This design comes from an exercise in tuning for small area, a short achievable clock period and few clock cycles per item on the open sky130 flow, not from production work. Function was checked by simulation only, so behaviour that the tests miss may differ from the original. Power figures rest on the tool's default switching activity, not on a simulated workload.

--- flow/config.mk ---
export PLATFORM = sky130hd
export DESIGN_NAME = rsa_xcel_naive_RSAXcel
export DESIGN_NICKNAME = rsa_xcel_naive_RSAXcel
export VERILOG_FILES = /design/flow/design.v
export SDC_FILE = /design/flow/constraint.sdc
export NUM_CORES = 4
export LEC_CHECK = 0
export CAP_MARGIN = 20
export CORE_MARGIN = 2
export CORE_UTILIZATION = 40
export GPL_ROUTABILITY_DRIVEN = 0
export GPL_TIMING_DRIVEN = 1
export PLACE_DENSITY = 0.6
export SETUP_SLACK_MARGIN = 5
export SLEW_MARGIN = 20
--- flow/constraint.sdc ---
create_clock -name core_clock -period 15.0 [get_ports {clk}]
set_input_delay 3.0000 -clock core_clock [delete_from_list [all_inputs] [get_ports {clk}]]
set_output_delay 3.0000 -clock core_clock [all_outputs]
set_load 0.01 [all_outputs]
--- flow/design.v ---
module rsa_xcel_naive_RSAXcel
(
    input  logic clk,
    input  logic reset,
    input  logic [37:0]  xcel_reqstream_msg,    
    input  logic         xcel_reqstream_val,
    output logic         xcel_reqstream_rdy,
    output logic [32:0]  xcel_respstream_msg,   
    output logic         xcel_respstream_val,
    input  logic         xcel_respstream_rdy
);
    localparam K     = 4;            
    localparam NSLOT = 36;           
    localparam NCYC  = NSLOT / K;    
    localparam ST_IDLE = 2'd0;
    localparam ST_DBL  = 2'd1;       
    localparam ST_MM   = 2'd2;       
    localparam OP_SQ  = 2'd0;        
    localparam OP_MUL = 2'd1;        
    localparam OP_FIN = 2'd2;        
    logic [31:0]  b_r, e_r, n_r;     
    logic         busy;              
    logic         go_pend;           
    logic [1:0]   pend;              
    logic         t0, t1;            
    logic [1:0]   st;
    logic [1:0]   op;
    logic [3:0]   cyc;
    logic [6:0]   dcnt;
    logic [4:0]   idx;
    logic         inbit;             
    logic [32:0]  r;                 
    logic [31:0]  bt;                
    logic [34:0]  S;                 
    logic [34:1]  C;
    logic [K-1:0] dsq, dmul, dfin;   
    logic rdy_r, val_r;              
    assign xcel_reqstream_rdy = rdy_r;
    logic       acc, is_wr, deq, go_acc;
    logic [4:0] addr;
    assign acc    = xcel_reqstream_val & xcel_reqstream_rdy;
    assign is_wr  = xcel_reqstream_msg[37];
    assign addr   = xcel_reqstream_msg[36:32];
    assign go_acc = acc & is_wr & ( addr == 5'd0 );
    assign deq    = val_r & xcel_respstream_rdy;
    assign xcel_respstream_val = val_r;
    assign xcel_respstream_msg = { t0, r[31:0] & {32{~t0}} };
    logic [1:0] pend_nxt;
    logic       busy_nxt;
    assign pend_nxt = reset ? 2'd0 : pend + {1'b0, acc} - {1'b0, deq};
    always @( posedge clk ) begin
        pend  <= pend_nxt;
        busy  <= busy_nxt;
        val_r <= ( pend_nxt != 2'd0 );
        rdy_r <= ~busy_nxt & ( pend_nxt != 2'd2 );
        case ( {acc, deq} )
            2'b10: if ( pend == 2'd0 ) t0 <= is_wr; else t1 <= is_wr;
            2'b01: t0 <= t1;
            2'b11: if ( pend == 2'd1 ) t0 <= is_wr;
                   else begin t0 <= t1; t1 <= is_wr; end
            default: ;
        endcase
    end
    always @( posedge clk ) begin
        if ( acc & is_wr ) begin
            if ( addr == 5'd1 ) b_r <= xcel_reqstream_msg[31:0];
            if ( addr == 5'd2 ) e_r <= xcel_reqstream_msg[31:0];
            if ( addr == 5'd3 ) n_r <= xcel_reqstream_msg[31:0];
        end
    end
    logic rd_pend;
    assign rd_pend = ( ( pend != 2'd0 ) & ~t0 ) | ( ( pend == 2'd2 ) & ~t1 );
    logic start;
    assign start = go_pend & ~rd_pend & ( st == ST_IDLE );
    logic        dbl;
    logic        fast;
    logic [32:0] v;
    assign dbl  = start | ( st == ST_DBL );
    assign fast = n_r[31];
    assign v    = start ? {1'b0, b_r & {32{fast}}} : {bt, inbit};
    logic [34:0] add_x, add_y;
    logic [35:0] add_s;
    assign add_x = S | ( {2'b0, v} & {35{dbl}} );
    assign add_y = {C, 1'b0} | ( ~{3'b0, n_r} & {35{dbl}} );
    always @( * ) begin : bk
        logic [35:0] g, p, G, P;
        integer      d, i;
        g = {add_x & add_y, dbl};
        p = {add_x ^ add_y, 1'b0};
        G = g;
        P = p;
        for ( d = 1; d < 36; d = d * 2 )
            for ( i = 2 * d - 1; i < 36; i = i + 2 * d ) begin
                G[i] = G[i] | ( P[i] & G[i-d] );
                P[i] = P[i] & P[i-d];
            end
        for ( d = 8; d >= 1; d = d / 2 )
            for ( i = 3 * d - 1; i < 36; i = i + 2 * d ) begin
                G[i] = G[i] | ( P[i] & G[i-d] );
                P[i] = P[i] & P[i-d];
            end
        add_s = {G[35], p[35:1] ^ G[34:0]};
    end
    logic        ge;
    logic [31:0] red;                
    logic [32:0] sum;                
    assign ge  = add_s[35];
    assign red = ge ? add_s[31:0] : v[31:0];
    assign sum = add_s[32:0];
    logic [34:0] s_o, c_o;
    always @( * ) begin : csa
        logic [34:0] s, c, qn, s1, c1, s2, c2;
        logic [34:0] si [0:K];       
        logic [34:0] ci [0:K];
        logic [34:0] ab [0:K-1];
        logic        q [0:K];
        logic        x1;
        integer      j;
        for ( j = 0; j < K; j = j + 1 )
            ab[j] = {2'b0, ( r & {33{dsq[j]}} ) | ( {1'b0, bt} & {33{dmul[j]}} ) | {32'd0, dfin[j]}};
        si[0] = S;
        ci[0] = {C, 1'b0};
        q[0]  = S[0];
        q[1]  = S[1] ^ C[1] ^ ab[0][0] ^ ( q[0] & ~n_r[1] );
        for ( j = 0; j < K; j = j + 1 ) begin
            s  = si[j];
            c  = ci[j];
            if ( j + 2 <= K ) begin
                x1 = s[1] ^ c[1] ^ ( q[j] & n_r[1] );
                q[j+2] = ( s[2] ^ c[2] ^ ( q[j] & n_r[2] ) )
                       ^ ( ( s[1] & c[1] ) | ( ( s[1] | c[1] ) & q[j] & n_r[1] ) )
                       ^ ab[j][1]
                       ^ ( ( x1 & q[j] ) | ( ( x1 | q[j] ) & ab[j][0] ) )
                       ^ ( q[j+1] & ~n_r[1] )
                       ^ ab[j+1 < K ? j+1 : 0][0] & ( j + 1 < K );
            end
            qn = q[j] ? {3'b0, n_r} : 35'd0;
            s1 = s ^ c ^ qn;
            c1 = ( s & c ) | ( s & qn ) | ( c & qn );
            s1 = s1 >> 1;
            s2 = s1 ^ c1 ^ ab[j];
            c2 = ( s1 & c1 ) | ( s1 & ab[j] ) | ( c1 & ab[j] );
            si[j+1] = s2;
            ci[j+1] = {c2[33:0], 1'b0};
        end
        s = si[K];
        c = ci[K];
        s_o = s;
        c_o = c;
    end
    logic ebit;
    assign ebit = e_r[idx];
    logic cpa;                       
    assign cpa = ( st == ST_MM ) & ( cyc == NCYC[3:0] );
    logic lead;                      
    assign lead = ( st == ST_DBL ) & ( dcnt == 7'd66 );
    logic       nxt_done;
    logic [1:0] nxt_op;
    logic       nxt_dec;
    always @( * ) begin
        nxt_done = 1'b0;
        nxt_op   = op;
        nxt_dec  = 1'b0;
        if ( lead ) begin
            if ( ~ebit ) nxt_done = 1'b1;                
            else if ( idx == 5'd0 ) nxt_op = OP_FIN;
            else begin nxt_op = OP_SQ; nxt_dec = 1'b1; end
        end
        else case ( op )
            OP_SQ: begin
                if ( ebit ) nxt_op = OP_MUL;
                else if ( idx == 5'd0 ) nxt_op = OP_FIN;
                else nxt_dec = 1'b1;
            end
            OP_MUL: begin
                if ( idx == 5'd0 ) nxt_op = OP_FIN;
                else begin nxt_op = OP_SQ; nxt_dec = 1'b1; end
            end
            default: nxt_done = 1'b1;
        endcase
    end
    always @( * ) begin
        busy_nxt = busy;
        if ( go_acc ) busy_nxt = 1'b1;
        if ( lead & nxt_done ) busy_nxt = 1'b0;
        if ( ( st == ST_MM ) & ( op == OP_FIN ) & ( cyc == NCYC[3:0] - 4'd1 ) )
            busy_nxt = 1'b0;
        if ( reset ) busy_nxt = 1'b0;
    end
    always @( posedge clk ) begin
        if ( reset ) begin
            st      <= ST_IDLE;
            go_pend <= 1'b0;
        end
        else begin
            if ( go_acc ) go_pend <= 1'b1;
            if ( start ) begin
                go_pend <= 1'b0;
                st      <= ST_DBL;
            end
            if ( lead ) st <= nxt_done ? ST_IDLE : ST_MM;
            if ( cpa & nxt_done ) st <= ST_IDLE;
        end
    end
    logic [32:0]    r_nxt;           
    logic [NSLOT+K-1:0] r_ext;
    assign r_nxt = lead ? {1'b0, red} : sum;
    assign r_ext = {{(NSLOT+K-33){1'b0}}, r};
    always @( posedge clk ) begin
        S <= ( ( st == ST_MM ) & ~cpa ) ? s_o      : 35'd0;
        C <= ( ( st == ST_MM ) & ~cpa ) ? c_o[34:1] : 34'd0;
    end
    always @( posedge clk ) begin
        if ( start ) begin
            bt   <= red;
            dcnt <= fast ? 7'd32 : 7'd0;
            idx  <= 5'd31;
        end
        if ( st == ST_DBL ) begin
            bt   <= red;
            dcnt <= dcnt + 7'd1;
            if ( ~ebit & ( idx != 5'd0 ) ) idx <= idx - 5'd1;
        end
        if ( start )
            inbit <= ~fast & b_r[31];
        else
            inbit <= ~( dcnt[6] | dcnt[5] | ( dcnt[4:0] == 5'd31 ) ) & b_r[~( dcnt[4:0] + 5'd1 )];
        if ( lead | cpa ) begin
            cyc  <= 4'd0;
            op   <= nxt_op;
            if ( nxt_dec ) idx <= idx - 5'd1;
            r    <= nxt_done & lead ? 33'd1 : r_nxt;
            dsq  <= r_nxt[K-1:0] & {K{nxt_op == OP_SQ}};
            dmul <= r_nxt[K-1:0] & {K{nxt_op == OP_MUL}};
            dfin <= r_nxt[K-1:0] & {K{nxt_op == OP_FIN}};
        end
        else if ( st == ST_MM ) begin
            cyc  <= cyc + 4'd1;
            dsq  <= r_ext[(cyc+4'd1)*K +: K] & {K{op == OP_SQ}};
            dmul <= r_ext[(cyc+4'd1)*K +: K] & {K{op == OP_MUL}};
            dfin <= r_ext[(cyc+4'd1)*K +: K] & {K{op == OP_FIN}};
        end
    end
endmodule
--- flow/run.sh ---
#!/bin/bash
# synth_recipe.tcl (not shown) runs the flow's synth.tcl, then flattens the netlist and writes it again
# the make line also repeats each setting of config.mk as NAME=value (left out here)
make -C /OpenROAD-flow-scripts/flow DESIGN_CONFIG=/design/flow/config.mk WORK_HOME=/design/flow/orfs CLKGATE_MAP_FILE= SYNTH_SCRIPT=/design/flow/synth_recipe.tcl finish
==> flow_summary.toml, run 1 <==
[outcome]
status = "complete, no violations"

[die]
start_util = 0.406
core.rowCount = 83
die_h_um = 233
io_pins = 77
dieArea_um2 = 54200
core_area_um2 = 51500
die_w_um = 233

[sta]
slew_headroom = 0.286
drv_slew = 0
layout_setup_ws_ns = 8.80
worst_pin_slew_ns = 1.06
setup_tns_ns = 0
hold_viol_final = 0
min_period_over_period = 0.414
max_freq_mhz = 161
setup_viol = 0
fin_crit_ns = 6.20
fin_hold_ws_ns = 0.550
final.setup_skew_ns = 0.0280
rsz0062_at_grt = "no"

[worst_setup_path]
slowest_delay_ns = 0.77
path_class = "register to register"
cp_common_cell = "buf_4"
worstPathArrival_ns = 6.58
crit_family = "buffers and inverters"
critPathSlowestCell = "nand3_1"
cp_cell_sequence = "o21ai_0 > a211oi_4 > buf_4 > nor2_4 > buf_4 > nor2_1 > or2_2 > ha_1 > nand4_1 > inv_1 > a22oi_1 > o2bb2ai_1 > o21ai_4 > buf_4 > nand3_1 > buf_4 > o22ai_1"
crit_required_ns = 15.38
crit_buf_inv = 5
path_max_fanout = 48
startpoint_type = "register"
worstSetupEndpointType = "register"

[cts]
post_cts_buffers = 0
clk_pin_slew_ns = 0.06
numClockSinks = 271
insertion_delay_ns = 0.56
cts_tree = "done"
h-tree-depth = 2
root_buffer = "clkbuf_16"
clock_path_buffers = 3
cts_buffers = 34
cts-hold-fix-buffers = 0
ctsResizeCount = 0

[synthesis]
synth-main-ff-cell = "edfxtp_1"
yosysUniqueCellTypes = 61
syn_area_per_cell_um2 = 11.5
synth_warnings = 5
yosysSeqAreaShare = 0.347
synth_area_um2 = 20900
syn_nets = 2199
synthArstFlopShare = 0
syn_inst = 1815
synth_seq_cells = 271
synth_edf_count = 184

[placement]
placed_area_um2 = 22400
dp_hpwl_um = 42800
placed_cells = 2501
io_buffers = 76
dpl_worst_slack_ns = 8.88

[detailed_routing]
first_iter_violations = 1202
vias = 14700
detail-route-antenna-nets = 0
via_per_inst = 5.73
drt-pass1-iter-count = 5
wirelength_um = 60300
wl_per_cell_um = 23.5
drc = 0

[finish]
fin_util = 0.455
area_growth_pct = 12.1
nets = 2241
drive_above_1_share = 0.0627
insertedDiodeCount = 0
instances_no_fill = 2563
final_area_um2 = 23500

[pwr]
power.density_nw_per_um2 = 83.4
ir_drop_v = 0.0000698
p_leak_nw = 9.25
total_power_mw = 1.96

[global_route]
overflow = 0
antenna_found_initial = 3
grt_pass1_vias = 15600
grtUsageTotal = 0.231
grt_start_max_net_pins = 49
grt_pass1_wl_um = 94200

[min_path]
holdCritPathClass = "register to register"

[run]
drv_cap = 0
## worst paths after layout
path	start	end	depth (start not counted)	slack, ns
max	t1	r[10]	17	8.80
max reg2reg	t1	r[10]	17	8.80
min reg2reg	go_pend	go_pend	2	0.55
min	go_pend	go_pend	2	0.55
## routing by layer
| layer | up-vias | track usage | share of wire |
|---|---|---|---|
| met5 | - | 0 | 0.00045 |
| met4 | 4 | 0.0727 | 0.030 |
| met3 | 114 | 0.0387 | 0.072 |
| met2 | 638 | 0.386 | 0.48 |
| met1 | 7554 | 0.307 | 0.42 |
| li1 | 6373 | - | - |
## final cells by class
cell class	count	area (um^2)
clock buffer	52	982
clock inverter	10	58.8
fill	4761	28000
inverter	197	739
multi-input combinational	1252	12600
sequential	271	7270
tap	680	851
timing repair buffer	101	948
## cells in the final DEF, fill, tap and decap left out, types with 16 or more instances in the layout
| master | netlist | final |
|---|---|---|
| a22o_1 | 39 | 39 |
| nor2b_1 | 40 | 39 |
| fa_1 | 275 | 275 |
| ha_1 | 67 | 67 |
| inv_1 | 197 | 196 |
| clkbuf_16 | 0 | 37 |
| o22ai_1 | 29 | 29 |
| nand2_1 | 135 | 134 |
| a221o_1 | 21 | 21 |
| mux4_2 | 17 | 17 |
| dfxtp_1 | 87 | 87 |
| buf_4 | 1 | 25 |
| o21ai_0 | 31 | 31 |
| a22oi_1 | 107 | 107 |
| edfxtp_1 | 184 | 184 |
| a21oi_1 | 56 | 56 |
| and3_1 | 24 | 23 |
| o21bai_1 | 41 | 41 |
| nor2_1 | 61 | 59 |
| clkdlybuf4s50_1 | 0 | 76 |
| and2_1 | 105 | 105 |
| mux2i_1 | 46 | 46 |
| xor2_1 | 17 | 16 |
## cells in the mapped netlist (7+ instances only)
library cell | n | share of area
nor2_1 | 61 | 0.011
a21o_1 | 7 | 0.0025
and3_1 | 24 | 0.0072
a22o_1 | 39 | 0.016
mux4_2 | 17 | 0.018
and2_1 | 105 | 0.031
nand3_1 | 12 | 0.0029
xnor2_1 | 16 | 0.0067
nor3_1 | 7 | 0.0017
a22oi_1 | 107 | 0.038
nor2b_1 | 40 | 0.012
or2_2 | 10 | 0.0030
inv_1 | 197 | 0.035
nand2_1 | 135 | 0.024
ha_1 | 67 | 0.040
o21ai_0 | 31 | 0.0074
mux2i_1 | 46 | 0.022
edfxtp_1 | 184 | 0.26
fa_1 | 275 | 0.26
a21oi_1 | 56 | 0.013
nand2b_1 | 8 | 0.0024
a211oi_1 | 8 | 0.0029
a221o_1 | 21 | 0.010
o21bai_1 | 41 | 0.015
buf_1 | 7 | 0.0013
clkbuf_1 | 77 | 0.014
xor2_1 | 17 | 0.0071
dfxtp_1 | 87 | 0.083
o22ai_1 | 29 | 0.0087
nand4_1 | 10 | 0.0030
## where the power goes
part / switching [mW] / leakage, nW / total [mW] / internal [mW]
Combinational: 0.183 / 6.37 / 0.321 / 0.137
Sequential: 0.0326 / 2.37 / 0.847 / 0.815
Clock: 0.336 / 0.503 / 0.790 / 0.454
Total: 0.551 / 9.25 / 1.96 / 1.41
## registers in the layout, indices dropped and copies added (netlist names), 2 cells and up
| name | flops |
|---|---|
| dsq | 4 |
| n_r | 32 |
| C | 34 |
| idx | 5 |
| cyc | 4 |
| pend | 2 |
| dfin | 4 |
| b_r | 32 |
| e_r | 32 |
| dmul | 4 |
| bt | 32 |
| op | 2 |
| st | 2 |
| r | 33 |
| S | 35 |
| dcnt | 7 |
## tightest hold or removal path: cells and delay by family (launching register included)
family,cells,cell delay [ns]
AND/OR/NAND/NOR,2,0.17
flip-flops,1,0.34
## cells by family (layout without fill, tap and decap cells)
logic type,Yosys count,count (layout),synth area share
and+or+nand+nor,435,435,0.107
AOI/OAI and AO/OA,368,368,0.126
adders and majority gates,344,344,0.304
buffers and inverters,292,360,0.0544
DFF,271,271,0.347
muxes,68,68,0.0430
xor gates and xnor gates,37,37,0.0181
Testbench counts, summed over its fixed seeds: cycles 70,518, items 192.
==> run 2: changes to the inputs <==
==> flow/flow/run.sh (new file) <==
#!/bin/bash
# Standard ORFS layout, with timing repair aiming below the clock period,
# plain buffers on the ports and no dummy loads in the clock tree.
set -euo pipefail
bash standard.sh SETUP_SLACK_MARGIN=10.2 GPL_TIMING_DRIVEN=1 \
    "BUFFER_PORTS_ARGS=-buffer_cell sky130_fd_sc_hd__buf_2" \
    "CTS_ARGS=-sink_clustering_enable -repair_clock_nets -dont_use_dummy_load" \
    finish > standard_flow.log 2>&1
==> flow/standard.sh (new file) <==
#!/bin/bash
# synth_recipe.tcl (not shown) runs the flow's synth.tcl, then flattens the netlist and writes it again
# the make line also repeats each setting of config.mk as NAME=value (left out here)
make -C /OpenROAD-flow-scripts/flow DESIGN_CONFIG=/design/flow/config.mk WORK_HOME=/design/flow/orfs CLKGATE_MAP_FILE= SYNTH_SCRIPT=/design/flow/synth_recipe.tcl "${@:-finish}"
--- a/flow/config.mk
+++ b/flow/config.mk
@@ -10,6 +10,5 @@
 export CORE_UTILIZATION = 40
 export GPL_ROUTABILITY_DRIVEN = 0
-export GPL_TIMING_DRIVEN = 1
+export GPL_TIMING_DRIVEN = 0
 export PLACE_DENSITY = 0.6
-export SETUP_SLACK_MARGIN = 5
 export SLEW_MARGIN = 20
removed: flow/run.sh
==> run 2 against run 1 <==
Against the previous run:
- clock power fell by 9.4%
- combinational power fell by 4%
- still clean on timing, DRC and antenna
- largest power group unchanged
- routed wire length rose by 4.3%
==> flow_summary.toml, run 2 <==
[pwr]
ir_drop_v = 0.0000664
clkPwrFrac = 0.383
p_int_mw = 1.34
power_frac_seq = 0.452
combPwrFrac = 0.165
power_switching_uw = 529
power.density_nw_per_um2 = 78.4
switching_share = 0.283
p_leak_nw = 9.61

[synthesis]
yosysTopAreaCellShare = 0.264
syn_area_per_cell_um2 = 11.5
syn_nets = 2199
yosysSeqAreaShare = 0.347
netlist_top_cells_count = "fa_1 (275), inv_1 (197), edfxtp_1 (184)"
synth_warnings = 5
synth-main-ff-cell = "edfxtp_1"
synthArstFlopShare = 0
synth_edf_count = 184
yosysMostFrequentCell = "fa_1"
syn_inst = 1815
yosys-top-cells-area = "edfxtp_1 (26%), fa_1 (26%), dfxtp_1 (8.3%)"
yosys.area.top_type = "edfxtp_1"
synth_area_um2 = 20900
synth_seq_cells = 271
yosysUniqueCellTypes = 61

[sta]
worst_pin_slew_ns = 1.09
final.setup_skew_ns = 0.0247
slew_headroom = 0.274
drv_slew = 0
max_freq_mhz = 202
fin_crit_ns = 4.94
setup_viol = 0
setup_tns_ns = 0
hold_viol_final = 0
min_period_over_period = 0.329
rsz0062_at_grt = "yes"
fin_hold_ws_ns = 0.542

[cts]
insertion_delay_ns = 0.54
clock_path_buffers = 3
clk_pin_slew_ns = 0.05
numClockSinks = 271
h-tree-depth = 2
cts_tree = "done"
root_buffer = "clkbuf_16"
cts-hold-fix-buffers = 0
cts_buffers = 35

[outcome]
status = "complete, no violations"

[global_route]
grt_start_max_net_pins = 49
grt_pass1_vias = 15500
grtUsageTotal = 0.232
grt_pass1_wl_um = 93400
antenna_found_initial = 0
overflow = 0

[worst_setup_path]
worstSetupEndpointType = "register"
crit_required_ns = 15.47
worstPathArrival_ns = 5.41
path_max_fanout = 10
startpoint_type = "register"
path_class = "register to register"

[detailed_routing]
wl_per_cell_um = 24.5
vias = 14900
drt-pass1-iter-count = 5
wirelength_um = 62900
drc = 0
detail-route-antenna-nets = 0
via_per_inst = 5.78
first_iter_violations = 1252

[placement]
io_buffers = 76
placed_area_um2 = 22100
dp_hpwl_um = 42900

[finish]
reg.largest.list = "S (35), C (34), r (33)"
drive_above_1_share = 0.172
nets = 2275
largest_register_ffs = 35
final_cell_mix = "fa_1 (249), inv_1 (189), edfxtp_1 (184)"
final_area_um2 = 23900
fin_util = 0.463
top_register = "S"
nFillCells = 4706
multiInputGateArea_um2 = 13100
mostFrequentLayoutCell = "fa_1"
area_growth_pct = 14.1
ff_latch_area_um2 = 7270

[die]
die_h_um = 233
core.rowCount = 83
io_pins = 77
die_w_um = 233
start_util = 0.406
core_area_um2 = 51500
dieArea_um2 = 54200

[min_path]
holdCritPathClass = "register to register"

[run]
drv_cap = 0
-- run 2: final cells by class --
class	count	area share
repair buffers	134	0.0444
flip-flops and latches	271	0.305
diodes	1	0.000105
well taps	680	0.0356
multi-input cells	1252	0.547
clock buffers	35	0.0367
inverters	197	0.0310
-- run 2: critical path, stage by stage, from the launching register on --
cell and delay, ns:
dfxtp_4 0.39, buf_12 0.14, buf_12 0.14, and2_4 0.14
fa_1 0.48, inv_1 0.06, fa_1 0.46, fa_1 0.54
fa_1 0.44, fa_1 0.52, fa_1 0.44, fa_1 0.49
inv_1 0.05, fa_2 0.50, and2_1 0.11
-- run 2: layer usage --
layer / global-route usage / share of wire / vias up
li1: - / - / 6408
met1: 0.305 / 0.40 / 7662
met2: 0.381 / 0.48 / 676
met3: 0.0520 / 0.090 / 108
met4: 0.0776 / 0.033 / 0
met5: 0 / 0 / -
-- run 2: cell families after synthesis --
logic type,synth area share
simple gates,0.107
compound gates,0.126
fa+ha+maj,0.304
buf+inv,0.0544
flops,0.347
mux,0.0430
xor+xnor,0.0181
-- run 2: power by group through the flow --
stage / Combinational [mW] / Sequential [mW] / Clock (mW)
6_report: 0.309 / 0.847 / 0.716
5_1_grt: 0.339 / 0.850 / 0.760
4_1_cts: 0.302 / 0.846 / 0.730
3_5_place_dp: 0.293 / 0.861 / 0
3_3_place_gp: 0.286 / 0.860 / 0
2_1_floorplan: 0.203 / 0.844 / 0
-- run 2: per-stage QoR --
step / worst slack (ns) / total power [mW] / std cells
after global placement: 9.31 / 1.15 / 2502
after CTS: 10.08 / 1.88 / 2553
after global routing: 9.94 / 1.95 / 2569
after detailed placement: 9.19 / 1.15 / 2502
final: 10.06 / 1.87 / 2570
after floorplan: 10.12 / 1.05 / 1815
-- run 2: timing repair --
item | CTS | global route
setup endpoints to repair | 138 | 121
resized for setup | 49 | 119
pin swaps | 7 | 31
buffers inserted | 14 | 12
gates cloned | 2 | 4
-- run 2: worst paths after layout --
check | startpoint | to | slack, ns | depth (start not counted)
worst min-delay path | go_pend | go_pend | 0.54 | 2
worst min register to register | go_pend | go_pend | 0.54 | 2
worst max-delay path | S[0] | S[9] | 10.06 | 14
worst max register to register | S[0] | S[9] | 10.06 | 14

==> afterwards: timing with drivers on the ports <==
The results above use ideal ports. As a check the final layouts listed here were re-extracted and re-timed, cells and wires unchanged.
Step 1 sets driving cells, clkbuf_16 on the clock port and buf_2 on the other inputs (assumed; they add their load-dependent delay and slew).
Step 2 times the ports against the registers' clock, not the clock port: input delays grow and output delays shrink by t, the midpoint of the rising clock arrivals with the driver on.
Slacks: ideal / step 1 / step 2; pairs: ideal / step 1.
run | t, ns | slack for setup (ns) | hold slack, ns | slew at the worst register clock pin (ns) | pins driven straight from the clock port
run 1 | 0.603 | 8.797 / 8.797 / 8.797 | 0.550 / 0.550 / 0.550 | 0.06 / 0.06 | 1
run 2 | 0.584 | 10.060 / 10.060 / 10.060 | 0.542 / 0.542 / 0.542 | 0.06 / 0.06 | 1
After both steps every run listed still meets setup and hold.
